From an optimization exercise on the open Yosys and OpenROAD flow, aimed at small area, a short achievable clock period and few clock cycles per item; shortcuts taken in it are not production practice. In this exercise RTL edits were held to simulation tests only and were not proved equivalent to the original. Power is estimated from default activity; no workload was simulated.

==> flow/design.v (excerpt) <==
module func (
        input clk_i,
        input rst_i,
        input [ 7 : 0 ] a_bi,
        input [ 7 : 0 ] b_bi,
        input start_i,
        output [ 1 : 0 ] busy_o,
        output reg [ 4 : 0 ] y_bo
    );
Size: about 110 cells after synthesis, roughly 5 flip-flops, about 26 I/O pins, ~590 sq um of cells after synthesis.
==> flow/config.mk <==
export PLATFORM = sky130hd
export DESIGN_NAME = func
export DESIGN_NICKNAME = func
export VERILOG_FILES = /design/flow/design.v
export SDC_FILE = /design/flow/constraint.sdc
export NUM_CORES = 4
export LEC_CHECK = 0
export ABC_AREA = 1
export CAP_MARGIN = 20
export CORE_AREA = 2.5 2.5 57.5 57.5
export DIE_AREA = 0 0 60 60
export SLEW_MARGIN = 20
==> flow/constraint.sdc <==
create_clock -name core_clock -period 5.0 [get_ports {clk_i}]
set_input_delay 1.0000 -clock core_clock [delete_from_list [all_inputs] [get_ports {clk_i}]]
set_output_delay 1.0000 -clock core_clock [all_outputs]
set_load 0.01 [all_outputs]
standard.sh (not shown) runs the stock make flow with config.mk's settings and CLKGATE_MAP_FILE= SYNTH_SCRIPT=/design/flow/synth_recipe.tcl, a recipe that flattens the netlist after the stock synthesis.
==> flow/flow/run.sh <==
#!/bin/bash
set -euo pipefail
rm -rf scripts
cp -r "$FLOW_HOME/scripts" scripts
cp flow/abc_area.script scripts/abc_area.script
export FLOW_FO_LIMIT=4
export SKIP_REPAIR_TIE_FANOUT=1
export POST_GLOBAL_PLACE_TCL=$PWD/flow/post_gp.tcl
BUFFER_PORTS_ARGS="-buffer_cell sky130_fd_sc_hd__buf_1" bash standard.sh SCRIPTS_DIR=$PWD/scripts finish > standard.log 2>&1
==> flow/flow/abc_area.script <==
strash
dch
map -B 0.6
topo
stime -c
upsize
dnsize
==> flow/flow/post_gp.tcl <==
# Upsize the input-port buffers that drive many loads from buf_1 to buf_2.
set my_fo_limit [expr {[info exists ::env(FLOW_FO_LIMIT)] ? $::env(FLOW_FO_LIMIT) : 4}]
foreach inst [get_cells input*] {
  set master [get_property $inst ref_name]
  if {$master != "sky130_fd_sc_hd__buf_1"} { continue }
  set out [get_pins -of_objects $inst -filter "direction == output"]
  set net [get_nets -of_objects $out]
  set fo [llength [get_pins -of_objects $net -filter "direction == input"]]
  if {$fo >= $my_fo_limit} {
    puts "upsizing [get_full_name $inst] (fanout $fo) to buf_2"
    replace_cell $inst sky130_fd_sc_hd__buf_2
  }
}
Testbench counts at the start, summed over its fixed seeds: cycles 2,400, items 2,400.
==> next run, changes <==
--- a/flow/flow/run.sh
+++ b/flow/flow/run.sh
@@ -1,0 +2,3 @@
+# Standard layout with two changes: the port buffers are sky130_fd_sc_hd__buf_1
+# instead of the cell buffer_ports picks by default (a slow delay buffer), and
+# synthesis maps with flow/abc_area.script (ABC_AREA 1) instead of ORFS's.
@@ -6,3 +8,0 @@
-export FLOW_FO_LIMIT=4
-export SKIP_REPAIR_TIE_FANOUT=1
-export POST_GLOBAL_PLACE_TCL=$PWD/flow/post_gp.tcl
==> flow/flow/abc_area.script (replaced) <==
strash
dch
map -B 0.5
topo
stime -c
buffer -c
upsize -c
dnsize -c
--- a/flow/config.mk
+++ b/flow/config.mk
@@ -10,0 +11,3 @@
+export CTS_BUF_LIST = sky130_fd_sc_hd__clkbuf_1 sky130_fd_sc_hd__clkbuf_2
+export CTS_CLUSTER_DIAMETER = 100
+export CTS_CLUSTER_SIZE = 10
removed: flow/flow/post_gp.tcl
What happened: Core utilization rises by 0.25 points; non-clock buffer count is unchanged; wire length falls by 0.53%; sequential share of layout area falls by 0.14 points; area after synthesis rises by about 4%; clock-buffer cell count stays the same; clock power falls by 19%; combinational power rises by about 4%; worst hold slack improves by 11 ps; maximum frequency falls by about 3%; clock skew does not change.
==> next run, changes <==
==> flow/flow/run.sh (replaced) <==
#!/bin/bash
set -euo pipefail
rm -rf scripts
cp -r "$FLOW_HOME/scripts" scripts
cp flow/abc_area.script scripts/abc_area.script
export FLOW_FO_LIMIT=4
export POST_GLOBAL_PLACE_TCL=$PWD/flow/post_gp.tcl
BUFFER_PORTS_ARGS="-buffer_cell sky130_fd_sc_hd__buf_1" bash standard.sh SCRIPTS_DIR=$PWD/scripts finish > standard.log 2>&1
==> flow/flow/post_gp.tcl (new file) <==
# Upsize the input-port buffers that drive many loads from buf_1 to buf_2.
set my_fo_limit [expr {[info exists ::env(FLOW_FO_LIMIT)] ? $::env(FLOW_FO_LIMIT) : 4}]
foreach inst [get_cells input*] {
  set master [get_property $inst ref_name]
  if {$master != "sky130_fd_sc_hd__buf_1"} { continue }
  set out [get_pins -of_objects $inst -filter "direction == output"]
  set net [get_nets -of_objects $out]
  set fo [llength [get_pins -of_objects $net -filter "direction == input"]]
  if {$fo >= $my_fo_limit} {
    puts "upsizing [get_full_name $inst] (fanout $fo) to buf_2"
    replace_cell $inst sky130_fd_sc_hd__buf_2
  }
}
--- a/flow/config.mk
+++ b/flow/config.mk
@@ -11,3 +10,0 @@
-export CTS_BUF_LIST = sky130_fd_sc_hd__clkbuf_1 sky130_fd_sc_hd__clkbuf_2
-export CTS_CLUSTER_DIAMETER = 100
-export CTS_CLUSTER_SIZE = 10
@@ -14,0 +12 @@
+export GPL_TIMING_DRIVEN = 1
The new run finished clean; count of clock-buffer cells in the layout does not change; core utilization rises by 0.59 points; global-route usage rises by 0.22 points.
==> next run, changes <==
--- a/flow/config.mk
+++ b/flow/config.mk
@@ -12 +11,0 @@
-export GPL_TIMING_DRIVEN = 1
Outcome: Total power stays the same; wire length does not change; synthesized area stays the same; clock power is about the same.

---

== build 35 ==
func again, from the RTL that the note above started with.
clock: 5.0 ns
lec_check: 0
abc_area: 1
cap_margin: 20
core_area: 2.5 2.5 57.5 57.5
die_area: 0 0 60 60
slew_margin: 20
==> flow/flow/run.sh <==
#!/bin/bash
# Standard layout (standard.sh) with two changes:
# - the port buffers are sky130_fd_sc_hd__buf_1 instead of the cell
#   buffer_ports picks by default (a slow delay buffer);
# - synthesis maps with flow/abc_area.script (ABC_AREA is 1) instead of
#   ORFS's own area script. The rest of ORFS's scripts are used unchanged.
# standard.sh's output goes to standard.log; each ORFS step writes its own
# log under orfs/logs/.
set -euo pipefail
rm -rf scripts
cp -r "$FLOW_HOME/scripts" scripts
cp flow/abc_area.script scripts/abc_area.script
BUFFER_PORTS_ARGS="-buffer_cell sky130_fd_sc_hd__buf_1" bash standard.sh SCRIPTS_DIR="$PWD/scripts" finish > standard.log 2>&1
==> flow/flow/abc_area.script <==
strash
dch
map -B 0.5
topo
stime -c
buffer -c
upsize -c
dnsize -c
Testbench counts of build 35, summed over its fixed seeds: cycles 2,400, items 2,400.
Input-level comparison between build 21 and build 35:
==> flow/flow/run.sh <==
#!/bin/bash
set -euo pipefail
rm -rf scripts
cp -r "$FLOW_HOME/scripts" scripts
cp flow/abc_area.script scripts/abc_area.script
export FLOW_FO_LIMIT=4
export SKIP_REPAIR_TIE_FANOUT=1; export FLOW_FO4_LIMIT=6
export POST_GLOBAL_PLACE_TCL=$PWD/flow/post_gp.tcl
BUFFER_PORTS_ARGS="-buffer_cell sky130_fd_sc_hd__buf_1" bash standard.sh SCRIPTS_DIR=$PWD/scripts finish > standard.log 2>&1
==> flow/flow/abc_area.script <==
strash
dch
map -B 0.6
topo
stime -c
upsize -c
dnsize -c
==> flow/flow/post_gp.tcl (new file) <==
# Upsize the input-port buffers that drive many loads: buf_2 from
# FLOW_FO_LIMIT loads, buf_4 from FLOW_FO4_LIMIT loads.
set lim2 $::env(FLOW_FO_LIMIT)
set lim4 $::env(FLOW_FO4_LIMIT)
foreach inst [get_cells input*] {
  if {[get_property $inst ref_name] != "sky130_fd_sc_hd__buf_1"} { continue }
  set out [get_pins -of_objects $inst -filter "direction == output"]
  set fo [llength [get_pins -of_objects [get_nets -of_objects $out] -filter "direction == input"]]
  if {$fo >= $lim4} {
    puts "upsizing [get_full_name $inst] (fanout $fo) to buf_4"
    replace_cell $inst sky130_fd_sc_hd__buf_4
  } elseif {$fo >= $lim2} {
    puts "upsizing [get_full_name $inst] (fanout $fo) to buf_2"
    replace_cell $inst sky130_fd_sc_hd__buf_2
  }
}
A slowest library cell on the worst path of sky130_fd_sc_hd__o31ai_2 is what build 35 shows, while sky130_fd_sc_hd__a31oi_1 belongs to build 21.
Measured against each other, build 35 and build 21 differ in cell internal power dissipation, the lower figure coming from build 35.
Sort build 35 and build 21 by hold slack asc -> top: build 21
The sequential share of layout area on build 35 is in line with that on build 21.
When build 21 is measured against build 35, its final standard cell area without fillers turns out about 0.7% higher.
Going from build 35 to build 21, the share of the core filled with cells was found to have gone up by 0.17 points.
In build 21 relative to build 35, total power had gone down slightly.
Register-to-register slack delta (build 35 -> build 21): insignificant
Delta (build 21 minus build 35): minimum period implied by the final worst setup slack lost 0.071 ns; share of final-layout standard cells stronger than drive strength 1 rose by 7.7 points.
Comparing build 21 against build 35, there is no change at all in count of plain and timing-repair buffers.
| gate count after technology mapping | build 21 vs build 35 | 7 higher |
## Diff of input files: build 14 against build 21
--- a/flow/flow/run.sh
+++ b/flow/flow/run.sh
@@ -6,3 +6,3 @@
 export FLOW_FO_LIMIT=4
-export SKIP_REPAIR_TIE_FANOUT=1; export FLOW_FO4_LIMIT=6
+export SKIP_REPAIR_TIE_FANOUT=1
 export POST_GLOBAL_PLACE_TCL=$PWD/flow/post_gp.tcl
==> flow/flow/post_gp.tcl <==
# Upsize the input-port buffers that drive many loads from buf_1 to buf_2.
set my_fo_limit [expr {[info exists ::env(FLOW_FO_LIMIT)] ? $::env(FLOW_FO_LIMIT) : 4}]
foreach inst [get_cells input*] {
  set master [get_property $inst ref_name]
  if {$master != "sky130_fd_sc_hd__buf_1"} { continue }
  set out [get_pins -of_objects $inst -filter "direction == output"]
  set net [get_nets -of_objects $out]
  set fo [llength [get_pins -of_objects $net -filter "direction == input"]]
  if {$fo >= $my_fo_limit} {
    puts "upsizing [get_full_name $inst] (fanout $fo) to buf_2"
    replace_cell $inst sky130_fd_sc_hd__buf_2
  }
}
Results
- Looking at power density normalized to cell area, build 14 sits 0.36% below build 21.
- The combinational share of power was comparable across build 21 and build 14.
- Sort build 21 and build 14 by global-route track usage on met1, ascending, and build 14 comes first.
- Compared build 21 against build 14; share of the cycle needed by the critical path after routing within noise.
- Build 14 vs build 21 — part of the power in the clock network dropped 0.3 points.
The following lists how build 50 was set up differently from build 14:
# build 14
export LEC_CHECK = 0
export ABC_AREA = 1
export CAP_MARGIN = 20
export CORE_AREA = 2.5 2.5 57.5 57.5
export DIE_AREA = 0 0 60 60
export SLEW_MARGIN = 20
create_clock -name core_clock -period 5.0 [get_ports {clk_i}]
# build 50
export LEC_CHECK = 0
export ABC_AREA = 1
export CAP_MARGIN = 20
export CORE_AREA = 2.5 2.5 57.5 57.5
export DIE_AREA = 0 0 60 60
export PLACE_DENSITY = 0.9
export SLEW_MARGIN = 20
create_clock -name core_clock -period 5.0 [get_ports {clk_i}]
==> flow/flow/run.sh <==
#!/bin/bash
# Standard layout with two changes: the port buffers are sky130_fd_sc_hd__buf_1
# instead of the cell buffer_ports picks by default (a slow delay buffer), and
# synthesis maps with flow/abc_area.script (ABC_AREA 1) instead of ORFS's.
set -euo pipefail
rm -rf scripts
cp -r "$FLOW_HOME/scripts" scripts
cp flow/abc_area.script scripts/abc_area.script
BUFFER_PORTS_ARGS="-buffer_cell sky130_fd_sc_hd__buf_1" bash standard.sh SCRIPTS_DIR=$PWD/scripts finish > standard.log 2>&1
==> flow/flow/abc_area.script <==
strash
dch
map -B 0.5
topo
stime -c
buffer -c
upsize -c
dnsize -c
removed: flow/flow/post_gp.tcl
## What came out
Per the final summary, build 50 finished and its layout is clean on timing, DRC and antenna.
Compared with build 14, build 50 shows a lower number of search-and-repair iterations in the first detailed-routing pass.
Build 50: portion of total power attributed to the clock network higher than build 14
In terms of hold slack, build 14 and build 50 differ only marginally.
met3 as the highest routed metal layer was reported by build 14, and met4 by build 50.
Build 14 -> build 50: total chip power increased slightly
Share of the yosys chip area belonging to registers essentially unchanged between build 14 and build 50.
Compared with build 14, build 50 shows a higher largest net degree at the start of global routing.
Build 50 and build 14 ended up with roughly the same sequential share of layout area.

---

Starting RTL as in the previous note.
Design func, start of the top module:
module func (
        input clk_i,
        input rst_i,
        input [ 7 : 0 ] a_bi,
        input [ 7 : 0 ] b_bi,
        input start_i,
        output [ 1 : 0 ] busy_o,
        output reg [ 4 : 0 ] y_bo
    );
    wire [4:0] r;
    full u_full (.a7(a_bi[7]), .a6(a_bi[6]), .a5(a_bi[5]), .a4(a_bi[4]),
             .a3(a_bi[3]), .a2(a_bi[2]), .a1(a_bi[1]), .a0(a_bi[0]),
             .b7(b_bi[7]), .b6(b_bi[6]), .b5(b_bi[5]), .b4(b_bi[4]),
             .b3(b_bi[3]), .b2(b_bi[2]), .b1(b_bi[1]), .b0(b_bi[0]),
             .y4(r[4]), .y3(r[3]), .y2(r[2]), .y1(r[1]), .y0(r[0]));
    assign busy_o = 2'b00;
    always @(posedge clk_i) begin
        if (rst_i)
            y_bo <= 5'd0;
        else if (start_i)
            y_bo <= r;
    end
endmodule
Settings: LEC_CHECK=0, ABC_AREA=1, CAP_MARGIN=20, CORE_AREA=2.5 2.5 57.5 57.5, DIE_AREA=0 0 60 60, SLEW_MARGIN=20; clock period 5.0 ns.
==> flow/flow/run.sh <==
#!/bin/bash
# Standard layout (standard.sh) with three changes:
# - the port buffers are sky130_fd_sc_hd__buf_1 instead of the cell
#   buffer_ports picks by default (a slow delay buffer);
# - right after global placement, flow/post_gp.tcl turns the input-port
#   buffers that drive 4 or more loads into sky130_fd_sc_hd__buf_2;
# - synthesis maps with flow/abc_area.script (ABC_AREA is 1) instead of
#   ORFS's own area script. The rest of ORFS's scripts are used unchanged.
# standard.sh's output goes to standard.log; each ORFS step writes its own
# log under orfs/logs/.
set -euo pipefail
rm -rf scripts
cp -r "$FLOW_HOME/scripts" scripts
cp flow/abc_area.script scripts/abc_area.script
export FLOW_FO_LIMIT=4
export POST_GLOBAL_PLACE_TCL="$PWD/flow/post_gp.tcl"
BUFFER_PORTS_ARGS="-buffer_cell sky130_fd_sc_hd__buf_1" bash standard.sh SCRIPTS_DIR="$PWD/scripts" finish > standard.log 2>&1
==> flow/flow/abc_area.script <==
strash
dch
map -B 0.5
topo
stime -c
buffer -c
upsize -c
dnsize -c
==> flow/flow/post_gp.tcl <==
# Upsize the input-port buffers that drive many loads from buf_1 to buf_2.
set my_fo_limit [expr {[info exists ::env(FLOW_FO_LIMIT)] ? $::env(FLOW_FO_LIMIT) : 4}]
foreach inst [get_cells input*] {
  set master [get_property $inst ref_name]
  if {$master != "sky130_fd_sc_hd__buf_1"} { continue }
  set out [get_pins -of_objects $inst -filter "direction == output"]
  set net [get_nets -of_objects $out]
  set fo [llength [get_pins -of_objects $net -filter "direction == input"]]
  if {$fo >= $my_fo_limit} {
    puts "upsizing [get_full_name $inst] (fanout $fo) to buf_2"
    replace_cell $inst sky130_fd_sc_hd__buf_2
  }
}
The starting point ran to the end with no violations.
Testbench counts at the start, summed over its fixed seeds: cycles 2,400, items 2,400.
Change:
==> flow/flow/run.sh (replaced) <==
#!/bin/bash
set -euo pipefail
rm -rf scripts
cp -r "$FLOW_HOME/scripts" scripts
cp flow/abc_area.script scripts/abc_area.script
export FLOW_FO_LIMIT=5

export POST_GLOBAL_PLACE_TCL=$PWD/flow/post_gp.tcl
BUFFER_PORTS_ARGS="-buffer_cell sky130_fd_sc_hd__buf_1" bash standard.sh SCRIPTS_DIR=$PWD/scripts finish > standard.log 2>&1
==> flow/flow/abc_area.script (replaced) <==
strash
dch
map -B 0.6
topo
stime -c
upsize -c
dnsize -c
After rerunning:
- The changed run completed with no timing, DRC or antenna violations
- routed wire length went up by a few percent
- global-route usage went down by 0.35 points
- cell count went up by a few percent

-- what the ideal ports hide --
The flow's constraints put no driver on any port. The routed layouts listed below were extracted and timed again, unchanged, in two steps. Step 1 (the two cells are an assumption about what drives the block):
set clk [get_ports {clk_i}]
set_driving_cell -lib_cell sky130_fd_sc_hd__clkbuf_16 $clk
set_driving_cell -lib_cell sky130_fd_sc_hd__buf_2 [delete_from_list [all_inputs] $clk]
Step 2 times the ports against the registers' clock, not the clock port: input delays grow and output delays shrink by t, the midpoint of the rising clock arrivals with the driver on. a / b / c = no drivers / after step 1 / after step 2; a / b = the first two.
| run | t (ns) | slack for setup (ns) | worst hold slack (ns) | worst setup path after step 2 | pins driven straight from the clock port |
|---|---|---|---|---|---|
| the first run of note 1 | 0.249 | 3.066 / 3.058 / 2.809 | 0.464 / 0.464 / 0.464 | input to register | 1 |
| the second run of note 1 | 0.236 | 3.004 / 2.994 / 2.758 | 0.474 / 0.474 / 0.474 | input to register | 1 |
| the third run of note 1 | 0.255 | 3.077 / 3.064 / 2.809 | 0.474 / 0.474 / 0.474 | input to register | 1 |
| the fourth run of note 1 | 0.255 | 3.077 / 3.064 / 2.809 | 0.474 / 0.474 / 0.474 | input to register | 1 |
| build 35 | 0.259 | 3.022 / 3.012 / 2.753 | 0.472 / 0.472 / 0.472 | input to register | 1 |
| build 21 | 0.255 | 3.092 / 3.089 / 2.835 | 0.466 / 0.466 / 0.466 | input to register | 1 |
| build 14 | 0.251 | 3.090 / 3.086 / 2.835 | 0.462 / 0.462 / 0.462 | input to register | 1 |
| build 50 | 0.254 | 2.983 / 2.973 / 2.719 | 0.461 / 0.461 / 0.461 | input to register | 1 |
| the first run of note 3 | 0.255 | 3.077 / 3.064 / 2.809 | 0.474 / 0.474 / 0.474 | input to register | 1 |
| the second run of note 3 | 0.254 | 3.037 / 3.023 / 2.770 | 0.465 / 0.465 / 0.465 | input to register | 1 |
After both steps every run listed still meets setup and hold. For build 35, which loses most, drivers alone change the setup slack by -0.010 ns; drivers and shift together by -0.269 ns.
